Source: an optimization exercise on an open RTL-to-GDS flow (aim: small area, a short achievable clock period and few clock cycles). Production flows keep margins and buffers that such runs may drop. No run shown here included a check of the RTL's function; only the layout flow was run.

## flow/design.v (module list and top-level ports; edited modules follow where they fit)
// module FA: 10 lines
// module Bitblade: 1558 lines
// module Cfu: 56 lines
module Cfu (
  input               cmd_valid,
  output              cmd_ready,
  input      [9:0]    cmd_payload_function_id,
  input      [31:0]   cmd_payload_inputs_0,
  input      [31:0]   cmd_payload_inputs_1,
  output              rsp_valid,
  input               rsp_ready,
  output     [31:0]   rsp_payload_outputs_0,
  input               reset,
  input               clk
);
  // ...
==> flow/run.sh <==
#!/bin/bash
# synth_recipe.tcl (not shown) runs the flow's synth.tcl, then flattens the netlist and writes it again
# the make line also repeats each setting of config.mk as NAME=value (left out here)
make -C /OpenROAD-flow-scripts/flow DESIGN_CONFIG=/design/flow/config.mk WORK_HOME=/design/flow/orfs CLKGATE_MAP_FILE= SYNTH_SCRIPT=/design/flow/synth_recipe.tcl finish
==> flow/config.mk <==
export PLATFORM = sky130hd
export DESIGN_NAME = Cfu
export DESIGN_NICKNAME = Cfu
export VERILOG_FILES = /design/flow/design.v
export SDC_FILE = /design/flow/constraint.sdc
export NUM_CORES = 4
export LEC_CHECK = 0
export CAP_MARGIN = 20
export CORE_MARGIN = 2
export CORE_UTILIZATION = 40
export SETUP_SLACK_MARGIN = 1.5
export SLEW_MARGIN = 20
export SYNTH_HIERARCHICAL = 1
export SYNTH_MINIMUM_KEEP_SIZE = 0
==> flow/constraint.sdc <==
create_clock -name core_clock -period 13.5 [get_ports {clk}]
set_input_delay 2.7000 -clock core_clock [delete_from_list [all_inputs] [get_ports {clk}]]
set_output_delay 2.7000 -clock core_clock [all_outputs]
set_load 0.01 [all_outputs]
==> impl_summary.txt, run 1 <==
----------------------------------------------------
[Synth]
  Asr flop ratio synth ... 0
  Area of the mapped netlist ... 11,210 µm²

[Drt]
  DR WL met3 ... 2126 µm
  Met2 routed wirelength ... 15,630 µm
  Detail-routed via count per cell ... between 5 and 6

[Place]
  Cell area after placement ... 12,330 µm²
  Routability congestion estimate ... 0.9049
  Port Buffers ... 105
  Cell total after placement ... ~1,600

[Setup path]
  Termination of the worst setup path ... rsp_payload_outputs_0[26]
  Number of cells on the critical path ... 20
  Peak per-stage delay on the critical path ... 650 ps
  RR Endpoint ... acc[26]

[Floorplanning]
  Total number of tap cells ... 378
  Ports placed on the boundary ... 112

[Finish]
  Leading cell type in the layout, fill and taps excluded ... sky130_fd_sc_hd__fa_1
  Non-clk buf share ... 0.07082
  Multi-input gates ... 963
  Cell group occupying the most layout area ... multi-input gates
  Share of the core filled with cells in the final layout ... 0.4559
  Flip-flop count of the largest register, all copies and words added ... 32
  Register ranked first by flip-flop count ... acc

[Status]
  Result of the run ... complete, no violations

[STA]
  Final count of negative-setup-slack endpoints ... 0
  Final WS setup ... approximately 1700 ps
  Worst hold slack across all endpoints ... 458.2 ps

[GRT]
  GR Util met1 ... 0.3134
  Met3 usage ... 0.03912

[Worst hold path]
  Worst-case hold path end point ... pending
  Hold Crit Depth ... 1

[CTS]
  H-Tree Depth ... 2
  Clock tree from TritonCTS ... built
  Clock sink total ... 46

----------------------------------------------------
==> inputs of run 2 (changes only) <==
==> flow/flow/run.sh (new file) <==
#!/bin/bash
# Standard layout, with the port buffers made from sky130_fd_sc_hd__buf_2 cells instead of
# the delay cells the flow picks by default.  make's output goes to
# standard.log; each tool's own log is under orfs/logs/.
set -euo pipefail
export BUFFER_PORTS_ARGS="-buffer_cell sky130_fd_sc_hd__buf_2"
bash standard.sh > standard.log 2>&1
==> flow/standard.sh (new file) <==
#!/bin/bash
# synth_recipe.tcl (not shown) runs the flow's synth.tcl, then flattens the netlist and writes it again
# the make line also repeats each setting of config.mk as NAME=value (left out here)
make -C /OpenROAD-flow-scripts/flow DESIGN_CONFIG=/design/flow/config.mk WORK_HOME=/design/flow/orfs CLKGATE_MAP_FILE= SYNTH_SCRIPT=/design/flow/synth_recipe.tcl "${@:-finish}"
--- a/flow/config.mk
+++ b/flow/config.mk
@@ -8,7 +8,7 @@
 export CAP_MARGIN = 20
 export CORE_MARGIN = 2
 export CORE_UTILIZATION = 40
-export SETUP_SLACK_MARGIN = 1.5
+export SETUP_SLACK_MARGIN = 2.5
 export SLEW_MARGIN = 20
 export SYNTH_HIERARCHICAL = 1
 export SYNTH_MINIMUM_KEEP_SIZE = 0
removed: flow/run.sh
==> run 2 against run 1 <==
Critical path depth is 2 lower. Via count is 2.0% higher. Synthesized area stayed put. Hold slack worse by 0.70 ps. Maximum frequency is 4.2% higher. Critical path type unchanged.
==> impl_summary.txt, run 2 <==
----------------------------------------------------
[Status]
  Result of the run ... complete, no violations

[CTS]
  Clock sink total ... 46 (unchanged)
  Hold buffers post-CTS ... 0
  Number of clock buffers inserted by TritonCTS ... 5
  Clock tree from TritonCTS ... built
  Clock tree root buffer cell ... sky130_fd_sc_hd__clkbuf_16
  H-Tree Depth ... 2 (unchanged)
  Clock latency (worst-skew pair) ... 300 ps
  Post-CTS clock slew at the launch and capture registers of the worst setup and hold paths ... 70 ps
  CTS Buffer Depth ... 2

[Setup path]
  Arrival time reported for the critical path endpoint ... between 8000 and 9000 ps
  Type of the setup path with the least slack ... primary input to output port
  Data required time of the critical path ... 10,800 ps
  Launching point of the worst reg2reg path ... mode
  Worst reg2reg path depth ... 24
  Critical Path End Type ... output port
  Worst Path Max Fanout ... 8
  Startpoint Class ... primary input
  Reg-to-reg slack, setup ... 5940 ps
  RR Endpoint ... acc[18]

[Drt]
  Routed len/inst ... 20.69 µm
  Number of violations reported at the end of detailed-routing iteration 0 ... 711
  Total wirelength of the detailed-routed design ... 33,680 µm
  DRC errors left ... 0
  DR pass1 iterations ... 5
  Vias after detailed routing ... 8,995
  Antenna violation net count after detailed routing ... 0
  Detail-routed via count per cell ... 5.525 (about the same)

[Finish]
  Seq. cell area ... between 900 and 1000 µm²
  Post-route standard cell area excluding fillers ... 14,160 µm²
  Layout cell share with drive strength beyond 1 ... 0.3520
  Number of antenna cells inserted ... 0
  Leading cell type in the layout, fill and taps excluded ... sky130_fd_sc_hd__nand2_1
  Register ranked first by flip-flop count ... acc
  Footprint of the multi-input gates ... roughly 11,000 µm²
  Commonest cells after routing, fill and taps aside ... sky130_fd_sc_hd__nand2_1 (150), sky130_fd_sc_hd__fa_1 (148), sky130_fd_sc_hd__fa_2 (116)
  Area overhead of the layout relative to synthesis ... 26.36%
  Largest registers ... acc: 32 flops, ups: 11 flops
  Flip-flop count of the largest register, all copies and words added ... 32 (unchanged)
  Filler cells ... 2,541
  Number of nets in the finished design ... 1,623

[STA]
  Slew at the pin closest to its max-slew limit ... between 1000 and 1500 ps
  Max Clock Skew ... 7.289 ps
  RSZ-0062 raised after global routing ... true
  Setup Total Neg Slack ... 0 ps
  Final count of negative-setup-slack endpoints ... 0 (unchanged)
  Final cycle utilization of the critical path ... 0.8361
  Worst slew margin relative to its limit ... 0.3161
  Fin. max-slew vios ... 0
  Final worst path period need ... 11,290 ps
  Final Hold Fails ... 0
  Top achievable clock speed ... about 90 MHz

[Synth]
  Synth top area cells ... sky130_fd_sc_hd__fa_1 (47%), sky130_fd_sc_hd__dfxtp_1 (8.2%), sky130_fd_sc_hd__nand3_1 (6.6%)
  Number of instances in the synthesized netlist ... 1,192
  Flip-flop and latch count after synthesis ... 46
  Asr flop ratio synth ... 0 (unchanged)
  Fraction of synthesized cell area taken by the top area cell type ... 0.4716
  Post-synth top area cell ... sky130_fd_sc_hd__fa_1
  Part of the Yosys area used for sequential elements ... 0.08217
  Mean instance size in the synthesized netlist ... 9.402 µm²
  Synth unique cells ... between 70 and 80
  Commonest cells post-synth ... sky130_fd_sc_hd__fa_1 (264), sky130_fd_sc_hd__nand2_1 (168), sky130_fd_sc_hd__nand3_1 (148)
  Most common cell in the synthesized netlist ... sky130_fd_sc_hd__fa_1
  Number of flops mapped to enable cells by yosys ... 0
  Area of the mapped netlist ... 11,210 µm² (unchanged)
  Number of warnings printed during yosys synthesis ... 7
  Number of nets produced by synthesis ... 1,566
  Top FF cell, synth ... sky130_fd_sc_hd__dfxtp_1

[Floorplanning]
  Num rows ... 61
  Initial standard-cell utilization of the core ... 0.4045
  Die area ... 29,370 µm²
  Vertical extent of the die ... ~170 µm
  Placeable core area ... 27,710 µm²
  Ports placed on the boundary ... 112 (unchanged)
  Die outline width ... 171.4 µm

[Job]
  Number of max-cap violations ... 0

[Place]
  Cell area after placement ... 11,910 µm² (-3.4%)
  Routability congestion estimate ... 0.9390 (+3.8%)
  HPWL after DPL ... 26,650 µm
  Port Buffers ... 105 (unchanged)

[GRT]
  Total grt overflow ... 0
  All-Layer GR Usage ... 0.2426
  Via count of the first global-routing pass ... 9,662
  Number of antenna violations at the first check in global routing ... 0
  Global-route wire length before repair ... 53,970 µm
  Maximum number of pins on one net before global-route repair ... 124

[Worst hold path]
  Worst-case hold path end point ... pending
  Kind of path behind the tightest hold check ... flip-flop to flip-flop
  Hold Crit Depth ... 1 (unchanged)
  Hold path start ... pending

----------------------------------------------------
[run 2: through the flow]
stage	hold slack (ps)	std cells	worst slack (ps)	utilization
finish	457.5	1628	2213	0.5111
global route	490.4	1628	2063	0.5111
CTS	463.8	1609	2209	0.4954
detailed placement	447.4	1570	1503	0.4300
global placement	439.5	1570	1534	0.4300
floorplan	432.9	1192	2471	-
[run 2: cell type report]
| type | instances | share of cell area |
|---|---|---|
| clock inverter | 2 | 0.0008835 |
| inverter | 75 | 0.02006 |
| tap | 378 | 0.03340 |
| timing repair buffer | 158 | 0.1159 |
| sequential | 46 | 0.06503 |
| clock buffer | 6 | 0.009807 |
| multi-input combinational | 963 | 0.7549 |
[run 2: cell families (layout without fill, tap and decap cells)]
group | Yosys count | after routing | synth area share
XOR/XNOR | 11 | 11 | 0.008596
adder cells (fa/ha/maj) | 296 | 296 | 0.5073
multiplexers | 26 | 26 | 0.02467
buffers and inverters | 183 | 241 | 0.06453
AND/OR/NAND/NOR | 532 | 532 | 0.2438
AO/OA/AOI/OAI | 98 | 98 | 0.06888
flip-flops | 46 | 46 | 0.08217
[run 2: per-module statistics from Yosys, one instance, submodules excluded]
module    times used  area (µm²)  flops+latches  cells inside
Bitblade           1        4116              0           747
Cfu                1        1826             46           182
FA               263       20.02              0             1
[run 2: metal layers]
layer  global-route usage  share of wire  vias up
li1                     -              -     3975
met1               0.3370           0.42     4614
met2               0.4036           0.48      350
met3              0.02738          0.067       56
met4              0.06780          0.028        0
met5                    0              0        -
[run 2: timing repair]
item	CTS	global route
resized for setup	382	64
hold endpoints to repair	0	0
buffers inserted	31	19
pin swaps	92	52
gates cloned	0	0
setup endpoints to repair	26	25
[run 2: worst max path at each step]
stage	slack [ps]	endpoint	startpoint	depth (start not counted)
finish	2210	rsp_payload_outputs_0[19]	cmd_payload_inputs_0[2]	18
global route	2060	rsp_payload_outputs_0[19]	cmd_payload_inputs_0[14]	20
CTS	2210	rsp_payload_outputs_0[19]	cmd_payload_inputs_0[22]	19
detailed placement	1500	rsp_payload_outputs_0[28]	cmd_payload_function_id[0]	21
global placement	1530	rsp_payload_outputs_0[28]	cmd_payload_function_id[0]	21
floorplan	2470	rsp_payload_outputs_0[28]	cmd_payload_function_id[0]	21
[run 2: worst max-delay path: stages]
cell and delay (ps):
sky130_fd_sc_hd__buf_6 120, sky130_fd_sc_hd__nand3_2 90, sky130_fd_sc_hd__fa_2 540, sky130_fd_sc_hd__fa_2 570
sky130_fd_sc_hd__fa_2 450, sky130_fd_sc_hd__fa_2 580, sky130_fd_sc_hd__fa_2 460, sky130_fd_sc_hd__fa_2 370
sky130_fd_sc_hd__fa_1 460, sky130_fd_sc_hd__fa_1 510, sky130_fd_sc_hd__inv_2 50, sky130_fd_sc_hd__ha_4 310
sky130_fd_sc_hd__nand4_1 240, sky130_fd_sc_hd__a2111oi_4 380, sky130_fd_sc_hd__buf_4 200, sky130_fd_sc_hd__o31ai_4 60
sky130_fd_sc_hd__o311ai_2 290, sky130_fd_sc_hd__buf_2 190
==> inputs of run 3 (changes only) <==
--- a/flow/config.mk
+++ b/flow/config.mk
@@ -8,7 +8,7 @@
 export CAP_MARGIN = 20
 export CORE_MARGIN = 2
 export CORE_UTILIZATION = 40
-export SETUP_SLACK_MARGIN = 2.5
+export SETUP_SLACK_MARGIN = 1.5
 export SLEW_MARGIN = 20
 export SYNTH_HIERARCHICAL = 1
 export SYNTH_MINIMUM_KEEP_SIZE = 0
==> run 3 against run 2 <==
Count of clock-buffer cells in the layout is 1 lower. Synthesized cell count unchanged. Register-to-register slack is essentially flat. Synthesized area did not move. Still clean on timing, DRC and antenna. Critical path depth rose by 3. Sequential cell count unchanged. Maximum frequency down 4.0%.
==> impl_summary.txt, run 3 <==
----------------------------------------------------
[Synth]
  Mean instance size in the synthesized netlist ... 9.402 µm² (unchanged)
  Number of flops mapped to enable cells by yosys ... 0 (unchanged)
  Flip-flop and latch count after synthesis ... 46 (unchanged)
  Number of instances in the synthesized netlist ... 1,192 (unchanged)
  Area of the mapped netlist ... 11,210 µm² (unchanged)
  Commonest cells post-synth ... sky130_fd_sc_hd__fa_1 (264), sky130_fd_sc_hd__nand2_1 (168), sky130_fd_sc_hd__nand3_1 (148)
  Fraction of synthesized cell area taken by the top area cell type ... 0.4716 (unchanged)
  Number of nets produced by synthesis ... 1,566 (unchanged)
  Synth unique cells ... 75 (unchanged)
  Most common cell in the synthesized netlist ... sky130_fd_sc_hd__fa_1
  Number of warnings printed during yosys synthesis ... 7 (unchanged)
  Synth top area cells ... sky130_fd_sc_hd__fa_1 (47%), sky130_fd_sc_hd__dfxtp_1 (8.2%), sky130_fd_sc_hd__nand3_1 (6.6%)
  Part of the Yosys area used for sequential elements ... 0.08217 (unchanged)
  Top FF cell, synth ... sky130_fd_sc_hd__dfxtp_1
  Post-synth top area cell ... sky130_fd_sc_hd__fa_1
  Asr flop ratio synth ... 0 (unchanged)

[Worst hold path]
  Kind of path behind the tightest hold check ... flip-flop to flip-flop

[CTS]
  Clock tree from TritonCTS ... built
  Hold buffers post-CTS ... 0 (unchanged)
  Post-CTS clock slew at the launch and capture registers of the worst setup and hold paths ... 60 ps (about the same)
  CTS Buffer Depth ... 2 (unchanged)
  Clock latency (worst-skew pair) ... 300 ps (about the same)
  Clock tree root buffer cell ... sky130_fd_sc_hd__clkbuf_16
  Clock sink total ... 46 (unchanged)
  H-Tree Depth ... 2 (unchanged)
  Number of clock buffers inserted by TritonCTS ... 5 (unchanged)

[Finish]
  Register ranked first by flip-flop count ... acc
  Commonest cells after routing, fill and taps aside ... sky130_fd_sc_hd__fa_1 (263), sky130_fd_sc_hd__nand2_1 (168), sky130_fd_sc_hd__nand3_1 (148)
  Number of antenna cells inserted ... 0 (unchanged)
  Number of nets in the finished design ... 1,574 (-3.0%)
  Largest registers ... acc: 32 flops, ups: 11 flops
  Layout cell share with drive strength beyond 1 ... 0.1515 (-0.2005)
  Flip-flop count of the largest register, all copies and words added ... 32 (unchanged)
  Seq. cell area ... 920.9 µm² (unchanged)
  Leading cell type in the layout, fill and taps excluded ... sky130_fd_sc_hd__fa_1
  Area overhead of the layout relative to synthesis ... 8.161%
  Filler cells ... 2,697 (+6.1%)
  Footprint of the multi-input gates ... 9704 µm² (-9.2%)

[Floorplanning]
  Initial standard-cell utilization of the core ... 0.4045 (unchanged)
  Die area ... 29,370 µm² (unchanged)
  Die outline width ... 171.4 µm (unchanged)
  Placeable core area ... 27,710 µm² (unchanged)
  Ports placed on the boundary ... 112 (unchanged)
  Num rows ... 61 (unchanged)
  Vertical extent of the die ... 171.4 µm (unchanged)

[GRT]
  Maximum number of pins on one net before global-route repair ... 162 (+31%)
  Number of antenna violations at the first check in global routing ... 0 (unchanged)
  Global-route wire length before repair ... 51,410 µm (-4.7%)
  Via count of the first global-routing pass ... 9,072 (-6.1%)
  Total grt overflow ... 0 (unchanged)
  All-Layer GR Usage ... 0.2325 (-0.01017)

[STA]
  Final worst path period need ... 11,760 ps (+473.6 ps)
  Final Hold Fails ... 0 (unchanged)
  Max Clock Skew ... 8.694 ps (+1.405 ps)
  Fin. max-slew vios ... 0 (unchanged)
  Slew at the pin closest to its max-slew limit ... 996.7 ps (-29.24 ps)
  Worst slew margin relative to its limit ... 0.3356 (+0.01950)
  Final cycle utilization of the critical path ... 0.8711 (+0.03508)
  RSZ-0062 raised after global routing ... true
  Top achievable clock speed ... 85.03 MHz (-4.0%)
  Setup Total Neg Slack ... 0 ps (unchanged)
  Final WS setup ... 1740 ps (-473.6 ps)
  Final count of negative-setup-slack endpoints ... 0 (unchanged)

[Place]
  Routability congestion estimate ... 0.8881 (-5.4%)
  Pre-CTS setup slack ... 1273 ps (-229.8 ps)
  Port Buffers ... 105 (unchanged)
  HPWL after DPL ... 26,440 µm (-0.78%)

[Drt]
  Antenna violation net count after detailed routing ... 0 (unchanged)
  Total wirelength of the detailed-routed design ... 32,100 µm (-4.7%)
  Detail-routed via count per cell ... 5.519 (-0.12%)
  Vias after detailed routing ... 8,714 (-3.1%)
  Number of violations reported at the end of detailed-routing iteration 0 ... 767 (+7.9%)
  Routed len/inst ... 20.33 µm (-1.8%)
  DRC errors left ... 0 (unchanged)
  DR pass1 iterations ... 5 (unchanged)

[Setup path]
  Arrival time reported for the critical path endpoint ... 9060 ps (+470 ps)
  Type of the setup path with the least slack ... primary input to output port
  Startpoint Class ... primary input
  Worst Path Max Fanout ... 8 (unchanged)
  Critical Path End Type ... output port
  Data required time of the critical path ... 10,800 ps (about the same)

[Job]
  Number of max-cap violations ... 0 (unchanged)

[Status]
  Result of the run ... complete, no violations

----------------------------------------------------
[run 3: cell counts after synthesis]
No cell type changed its count.
[run 3: metal layers]
layer | GRT usage | share of wire | vias up
met5 | 0 | 0 | -
met4 | 0.04422 | 0.022 | 0
met3 | 0.04280 | 0.081 | 49
met2 | 0.3932 | 0.49 | 333
met1 | 0.3149 | 0.40 | 4454
li1 | - | - | 3878
[run 3: timing repair]
action / CTS / global route
endpoints found under the setup margin: 9 / 17
buffers inserted: 0 / 3
resized for setup: 2 / 28
pin swaps: 0 / 3
[run 3: cell type report]
class	instances	area share
Multi-Input combinational cell	963	0.8006
Sequential cell	46	0.07597
Timing Repair Buffer	109	0.04728
Tap cell	378	0.03902
Inverter	75	0.02353
Clock buffer	5	0.01032
Clock inverter	3	0.003303
[run 3: per-stage QoR]
step / instance area (µm²) / instances / utilization / hold WS, ps
after global routing: 12120 / 1579 / 0.4375 / 481.3
after CTS: 11960 / 1576 / 0.4317 / 461.6
after floorplan: 11210 / 1192 / - / 432.9
after detailed placement: 11790 / 1568 / 0.4255 / 445.9
after global placement: 11790 / 1568 / 0.4255 / 439.0
final: 12120 / 1579 / 0.4375 / 458.8
[run 3: final timing paths]
path	start	to	slack, ps	cells after the start
setup reg to reg	mode	acc[29]	5950	21
hold / removal	pending	pending	460	1
setup / recovery	cmd_payload_inputs_1[4]	rsp_payload_outputs_0[23]	1740	21
hold reg to reg	pending	pending	460	1
[run 3: cells by family after synthesis]
| family | share of synthesized area |
|---|---|
| muxes | 0.02467 |
| AOI/OAI and AO/OA | 0.06888 |
| buffers and inverters | 0.06453 |
| xor gates and xnor gates | 0.008596 |
| adders and majority gates | 0.5073 |
| DFF | 0.08217 |
| and+or+nand+nor | 0.2438 |
[run 3: critical path: stages]
cell and delay (ps):
sky130_fd_sc_hd__buf_2 220, sky130_fd_sc_hd__nand2_1 130, sky130_fd_sc_hd__fa_1 530, sky130_fd_sc_hd__fa_1 580, sky130_fd_sc_hd__fa_1 440, sky130_fd_sc_hd__fa_1 530
sky130_fd_sc_hd__nand2b_1 200, sky130_fd_sc_hd__fa_1 400, sky130_fd_sc_hd__fa_1 400, sky130_fd_sc_hd__fa_1 410, sky130_fd_sc_hd__fa_1 490, sky130_fd_sc_hd__inv_1 40
sky130_fd_sc_hd__ha_2 380, sky130_fd_sc_hd__nand2_1 70, sky130_fd_sc_hd__or3_4 370, sky130_fd_sc_hd__a2111oi_4 320, sky130_fd_sc_hd__buf_4 190, sky130_fd_sc_hd__nor3_4 60
sky130_fd_sc_hd__nor3b_2 170, sky130_fd_sc_hd__a211oi_2 240, sky130_fd_sc_hd__buf_2 170
[run 3: modules after synthesis (local to each module, per instance)]
| module | flops+latches | copies in the design |
|---|---|---|
| Bitblade | 0 | 1 |
| Cfu | 46 | 1 |
| FA | 0 | 263 |

[separate check: timing with driven ports]
No port has a modelled driver above. Below, the same layouts with a new extraction and two added sets of constraints.
Step 1: set_driving_cell puts a clkbuf_16 on clk and a buf_2 on each other input, an assumption about the parent block.
Step 2 times the ports against the registers' clock, not the clock port: input delays grow and output delays shrink by t, the midpoint of the rising clock arrivals with the driver on.
Three values: ideal ports, drivers, drivers and shift; two values: the first two.
run | t (ns) | setup WS [ns] | worst setup path after step 2 | slew at the worst register clock pin (ns) | pins driven straight from the clock port
run 1 | 0.329 | 1.742 / 1.722 / 1.722 | input to output | 0.08 / 0.08 | 1
run 2 | 0.330 | 2.213 / 2.156 / 2.156 | input to output | 0.07 / 0.07 | 1
run 3 | 0.331 | 1.740 / 1.715 / 1.715 | input to output | 0.07 / 0.07 | 1
After both steps setup and hold are still met in every run listed. The setup slack of run 2, which loses most, moves by -0.057 ns with the drivers and by -0.057 ns with both steps.
